This design comes from an exercise in tuning for small area on the open sky130 flow, not from production work. RTL that was checked went through simulation tests only; none was proved equivalent to the original.

==> v22 <==
==> flow/design.v <==
package arp_packet_generator_package;
	localparam [7:0] PRE_BYTE = 8'h55;
	localparam [7:0] SFD = 8'hd5;
	localparam [15:0] ARP_ETHERTYPE = 16'h0806;
	localparam [15:0] HTYPE = 16'd1;
	localparam [15:0] PTYPE = 16'h0800;
	localparam [7:0] HLEN = 8'd6;
	localparam [7:0] PLEN = 8'd4;
endpackage
package crc_32_byte_package;
	localparam [31:0] CRC_POLY_REFL = 32'hedb88320;
endpackage
import crc_32_byte_package::*;
module crc_32_byte
(
	input wire [31:0] crc_in,
	input wire [7:0] idx,
	input wire fill,
	output logic [31:0] crc_next
);
	always_comb begin
		logic [31:0] c;
		c = {24'd0, idx};
		for (int i = 0; i < 8; i++)
			c = c[0] ? ((c >> 1) ^ CRC_POLY_REFL) : (c >> 1);
		crc_next = {{8{fill}}, crc_in[31:8]} ^ c;
	end
endmodule
import arp_packet_generator_package::*;
import crc_32_byte_package::*;
module arp_packet_generator
(
	input wire clk,
	input wire rst_n,
	input wire [47:0] src_mac_add,
	input wire [47:0] des_mac_add,
	input wire [31:0] src_ip_add,
	input wire [31:0] des_ip_add,
	input wire [15:0] operator,
	input wire req,
	output logic gmii_tx_en,
	output logic [7:0] gmii_txd
);
	logic [6:0] st;
	logic [7:0] ring_a [16];
	logic [7:0] ring_b [6];
	logic [31:0] crc;
	logic [31:0] crc_next;
	logic accept;
	logic sel_a, sel_b1, sel_b2, sel_fcs;
	logic [7:0] field_byte;
	logic [7:0] const_byte;
	logic crc_feed;
	logic [7:0] idx;
	assign accept = req && (st == 7'd0 || st == 7'd73);
	always_ff @(posedge clk or negedge rst_n) begin
		if (!rst_n)
			st <= 7'd0;
		else if (st == 7'd0 || st == 7'd73)
			st <= {6'd0, req};
		else
			st <= st + 7'd1;
	end
	always_ff @(posedge clk) begin
		if (accept) begin
			ring_a[9]  <= ~des_mac_add[47:40];
			ring_a[10] <= ~des_mac_add[39:32];
			ring_a[11] <= ~des_mac_add[31:24];
			ring_a[12] <= ~des_mac_add[23:16];
			ring_a[13] <= ~des_mac_add[15:8];
			ring_a[14] <= ~des_mac_add[7:0];
			ring_a[15] <= ~src_mac_add[47:40];
			ring_a[0]  <= ~src_mac_add[39:32];
			ring_a[1]  <= ~src_mac_add[31:24];
			ring_a[2]  <= ~src_mac_add[23:16];
			ring_a[3]  <= ~src_mac_add[15:8];
			ring_a[4]  <= ~src_mac_add[7:0];
			ring_a[5]  <= ~src_ip_add[31:24];
			ring_a[6]  <= ~src_ip_add[23:16];
			ring_a[7]  <= ~src_ip_add[15:8];
			ring_a[8]  <= ~src_ip_add[7:0];
			ring_b[5] <= ~operator[15:8];
			ring_b[0] <= ~operator[7:0];
			ring_b[1] <= ~des_ip_add[31:24];
			ring_b[2] <= ~des_ip_add[23:16];
			ring_b[3] <= ~des_ip_add[15:8];
			ring_b[4] <= ~des_ip_add[7:0];
		end else begin
			for (int i = 0; i < 16; i++)
				ring_a[i] <= ~ring_a[(i + 1) % 16];
			for (int i = 0; i < 6; i++)
				ring_b[i] <= ~ring_b[(i + 1) % 6];
		end
	end
	always_comb begin
		sel_a = (st >= 7'd10 && st <= 7'd21) || (st >= 7'd32 && st <= 7'd47);
		sel_b1 = (st == 7'd30 || st == 7'd31);
		sel_b2 = (st >= 7'd48 && st <= 7'd51);
		sel_fcs = (st >= 7'd70 && st <= 7'd73);
		crc_feed = (st >= 7'd10 && st <= 7'd69);
		case (st)
			7'd2, 7'd3, 7'd4, 7'd5, 7'd6, 7'd7, 7'd8: const_byte = PRE_BYTE;
			7'd9:  const_byte = SFD;
			7'd22: const_byte = ARP_ETHERTYPE[15:8];
			7'd23: const_byte = ARP_ETHERTYPE[7:0];
			7'd24: const_byte = HTYPE[15:8];
			7'd25: const_byte = HTYPE[7:0];
			7'd26: const_byte = PTYPE[15:8];
			7'd27: const_byte = PTYPE[7:0];
			7'd28: const_byte = HLEN;
			7'd29: const_byte = PLEN;
			default: const_byte = 8'd0;
		endcase
	end
	logic [7:0] tap_raw;
	assign tap_raw = ({8{sel_a}} & ring_a[0]) | ({8{sel_b1}} & ring_b[0]) |
	                 ({8{sel_b2}} & ring_b[2]);
	assign field_byte = tap_raw ^ {8{st[0] & (sel_a | sel_b1 | sel_b2)}};
	assign idx = {8{crc_feed}} & (crc[7:0] ^ gmii_txd);
	crc_32_byte u0
	(
		.crc_in(crc),
		.idx(idx),
		.fill(!crc_feed),
		.crc_next(crc_next)
	);
	always_ff @(posedge clk)
		crc <= crc_next;
	assign gmii_tx_en = (st >= 7'd2 && st <= 7'd73);
	assign gmii_txd = field_byte | const_byte | ({8{sel_fcs}} & ~crc[7:0]);
endmodule
==> flow/flow/run.sh <==
#!/bin/bash
# Layout with the standard ORFS flow (standard.sh), with these changes:
#  - synthesis maps the logic with ABC's area mapper (flow/synth_area.tcl);
#  - the input and output ports get the smallest buffer (buf_1);
#  - clock tree synthesis inserts no dummy loads and uses clkbuf_4 buffers with clusters of at most 10 sinks.
set -e
export FLOW_WORK=$PWD
sed "s#SYNTH_SCRIPT=[^ ]*#SYNTH_SCRIPT=$PWD/flow/synth_area.tcl#" standard.sh > standard_area.sh
grep -q "SYNTH_SCRIPT=$PWD/flow/synth_area.tcl" standard_area.sh
export BUFFER_PORTS_ARGS="-buffer_cell sky130_fd_sc_hd__buf_1"
export CTS_ARGS="-sink_clustering_enable -repair_clock_nets -dont_use_dummy_load -buf_list {sky130_fd_sc_hd__clkbuf_4} -sink_clustering_size 10 -sink_clustering_max_diameter 300 -balance_levels"
bash standard_area.sh > standard.log 2>&1
==> flow/flow/area.abc <==
strash
dch -f
amap
==> flow/flow/synth_area.tcl <==
# The standard synthesis (synth_recipe.tcl, which this sources unchanged),
# except that the technology mapping of the combinational logic uses ABC's
# area-oriented mapper (area.abc) instead of ORFS's delay-oriented script.
set area_abc_script [file join [file dirname [file normalize [info script]]] area.abc]
proc abc {args} {
  set i [lsearch -exact $args -script]
  if { $i >= 0 } {
    lset args [expr { $i + 1 }] $::area_abc_script
  }
  yosys abc {*}$args
}
source $::env(FLOW_WORK)/synth_recipe.tcl
==> flow/standard.sh <==
#!/bin/bash
# synth_recipe.tcl (not shown) runs the flow's synth.tcl, then flattens the netlist and writes it again
# the make line also repeats each setting of config.mk as NAME=value (left out here)
make -C /OpenROAD-flow-scripts/flow DESIGN_CONFIG=/design/flow/config.mk WORK_HOME=/design/flow/orfs CLKGATE_MAP_FILE= SYNTH_SCRIPT=/design/flow/synth_recipe.tcl "${@:-finish}"
==> flow/config.mk <==
export PLATFORM = sky130hd
export DESIGN_NAME = arp_packet_generator
export DESIGN_NICKNAME = arp_packet_generator
export VERILOG_FILES = /design/flow/design.v
export SDC_FILE = /design/flow/constraint.sdc
export NUM_CORES = 4
export LEC_CHECK = 0
export CAP_MARGIN = 20
export CORE_MARGIN = 2
export CORE_UTILIZATION = 40
export SETUP_SLACK_MARGIN = -0.45
export SLEW_MARGIN = 20
==> flow/constraint.sdc <==
create_clock -name core_clock -period 5.0 [get_ports {clk}]
set_input_delay 1.0000 -clock core_clock [delete_from_list [all_inputs] [get_ports {clk}]]
set_output_delay 1.0000 -clock core_clock [all_outputs]
set_load 0.01 [all_outputs]
==> v37: changes against v22 <==
--- a/flow/design.v
+++ b/flow/design.v
@@ -47,5 +47,5 @@
 	logic [31:0] crc;
 	logic [31:0] crc_next;
-	logic accept;
+	logic idle_or_last;
 	logic sel_a, sel_b1, sel_b2, sel_fcs;
 	logic [7:0] field_byte;
@@ -53,9 +53,9 @@
 	logic crc_feed;
 	logic [7:0] idx;
-	assign accept = req && (st == 7'd0 || st == 7'd73);
+	assign idle_or_last = (st == 7'd0 || st == 7'd73);
 	always_ff @(posedge clk or negedge rst_n) begin
 		if (!rst_n)
 			st <= 7'd0;
-		else if (st == 7'd0 || st == 7'd73)
+		else if (idle_or_last)
 			st <= {6'd0, req};
 		else
@@ -63,5 +63,5 @@
 	end
 	always_ff @(posedge clk) begin
-		if (accept) begin
+		if (idle_or_last) begin
 			ring_a[9]  <= ~des_mac_add[47:40];
 			ring_a[10] <= ~des_mac_add[39:32];
--- a/flow/flow/run.sh
+++ b/flow/flow/run.sh
@@ -9,4 +9,4 @@
 grep -q "SYNTH_SCRIPT=$PWD/flow/synth_area.tcl" standard_area.sh
 export BUFFER_PORTS_ARGS="-buffer_cell sky130_fd_sc_hd__buf_1"
-export CTS_ARGS="-sink_clustering_enable -repair_clock_nets -dont_use_dummy_load -buf_list {sky130_fd_sc_hd__clkbuf_4} -sink_clustering_size 10 -sink_clustering_max_diameter 300 -balance_levels"
+export CTS_ARGS="-sink_clustering_enable -repair_clock_nets -dont_use_dummy_load -buf_list {sky130_fd_sc_hd__clkbuf_4} -sink_clustering_size 10 -sink_clustering_max_diameter 300"
 bash standard_area.sh > standard.log 2>&1
==> v23: changes against v22 <==
==> flow/flow/run.sh (replaced) <==
#!/bin/bash
# Layout with the standard ORFS flow, with two changes:
#  - the input and output ports get the smallest buffer (buf_1);
#  - clock tree synthesis inserts no dummy loads.
cp standard.sh standard.sh.txt
export BUFFER_PORTS_ARGS="-buffer_cell sky130_fd_sc_hd__buf_1"
export CTS_ARGS="-sink_clustering_enable -repair_clock_nets -dont_use_dummy_load -buf_list {sky130_fd_sc_hd__clkbuf_8}"
bash standard.sh > standard.log 2>&1
--- a/flow/config.mk
+++ b/flow/config.mk
@@ -9,4 +9,3 @@
 export CORE_MARGIN = 2
 export CORE_UTILIZATION = 40
-export SETUP_SLACK_MARGIN = -0.45
 export SLEW_MARGIN = 20
removed: flow/flow/area.abc
removed: flow/flow/synth_area.tcl
==> v16: changes against v22 <==
==> flow/flow/run.sh (replaced) <==
#!/bin/bash
# Layout with the standard ORFS flow (standard.sh), with these changes:
#  - synthesis maps the logic with ABC's area mapper (flow/synth_area.tcl);
#  - the input and output ports get the smallest buffer (buf_1);
#  - clock tree synthesis inserts no dummy loads and uses clkbuf_4 buffers with clusters of at most 11 sinks within 60 um.
set -e
export FLOW_WORK=$PWD
sed "s#SYNTH_SCRIPT=[^ ]*#SYNTH_SCRIPT=$PWD/flow/synth_area.tcl#" standard.sh > standard_area.sh
grep -q "SYNTH_SCRIPT=$PWD/flow/synth_area.tcl" standard_area.sh
export GPL_KEEP_OVERFLOW=0
export BUFFER_PORTS_ARGS="-buffer_cell sky130_fd_sc_hd__buf_1"
export CTS_ARGS="-sink_clustering_enable -repair_clock_nets -dont_use_dummy_load -buf_list {sky130_fd_sc_hd__clkbuf_4} -sink_clustering_size 11 -sink_clustering_max_diameter 60"
bash standard_area.sh > standard.log 2>&1
==> flow_summary.yaml <==
logic_synthesis:
  synth_top_family_by_area: "compound AO/OA/AOI/OAI gates"
critical_path:
  path_buf_inv: 6
  critPathMaxStageDelay_ns: 0.46
  endpoint: "crc[20]$_DFF_P_"
outcome:
  outcome: "timing/DRC/antenna clean"
detailed_routing:
  dr.pass1.iters: 7
  wl_microns: 17900
final_layout:
  drive_gt1_frac: 0.0544
  seq_share: 0.535
-- figures above: v22

==> flow_summary.yaml <==
outcome:
  outcome: "timing/DRC/antenna clean"
final_layout:
  instances_no_fill: 1110
  seq_share: 0.459
  largest-register: "ring_a"
  drive_gt1_frac: 0.0828
  n_fill_cell: 1887
logic_synthesis:
  yosys.area.top_type_share: 0.522
  synth-simple-area-share: 0.0392
  synth_top_family_by_area: "multiplexers"
detailed_routing:
  wl_microns: 17800
critical_path:
  endpoint: "gmii_txd[2]"
  critPathMaxStageDelay_ns: 0.66
-- figures above: v23

==> flow_summary.yaml <==
outcome:
  outcome: "timing/DRC/antenna clean"
critical_path:
  endpoint: "crc[22]$_DFF_P_"
  path_buf_inv: 4
  critPathMaxStageDelay_ns: 0.61
grt:
  use_met1: 0.249
detailed_routing:
  dr.pass1.iters: 5
  wl_microns: 18000
placement:
  post-place-cells: 1065
final_layout:
  clock_buffer_count: 25
  seq_share: 0.529
logic_synthesis:
  netlist_instances: 637
  synth_top_family_by_area: "compound AO/OA/AOI/OAI gates"
timing:
  fin_ws_ns: 0.213
-- figures above: v37

==> flow_summary.yaml <==
outcome:
  outcome: "complete, but fails checks"
  violatedChecks: "negative setup slack"
critical_path:
  path_buf_inv: 6
  critPathMaxStageDelay_ns: 0.46
detailed_routing:
  dr.pass1.iters: 6
  wl_microns: 18000
final_layout:
  seq_share: 0.535
  drive_gt1_frac: 0.0564
timing:
  setup_violations: 2
  fin_ws_ns: -0.0538
logic_synthesis:
  synth_top_family_by_area: "compound AO/OA/AOI/OAI gates"
-- figures above: v16

No functional check of the RTL was part of v37.

## port drivers added, routing unchanged
The flow's constraints put no driver on any port. The routed layouts listed below were extracted and timed again, unchanged, in two steps.
Step 1 sets driving cells, clkbuf_16 on the clock port and buf_2 on the other inputs (assumed; they add their load-dependent delay and slew).
Step 2, shift: input delay + t, output delay - t, t = (earliest + latest rising clock arrival at the registers) / 2. This alone moves slack from input paths to output paths.
Slacks: ideal / step 1 / step 2; pairs: ideal / step 1.
run	shift t [ns]	setup WS [ns]	cell pins on the clock port's net
v22	0.631	0.344 / 0.344 / 0.344	1
v37	0.621	0.213 / 0.213 / 0.213	1
v23	0.535	0.448 / 0.411 / 0.946	1
v16	0.641	-0.054 / -0.054 / -0.054	1
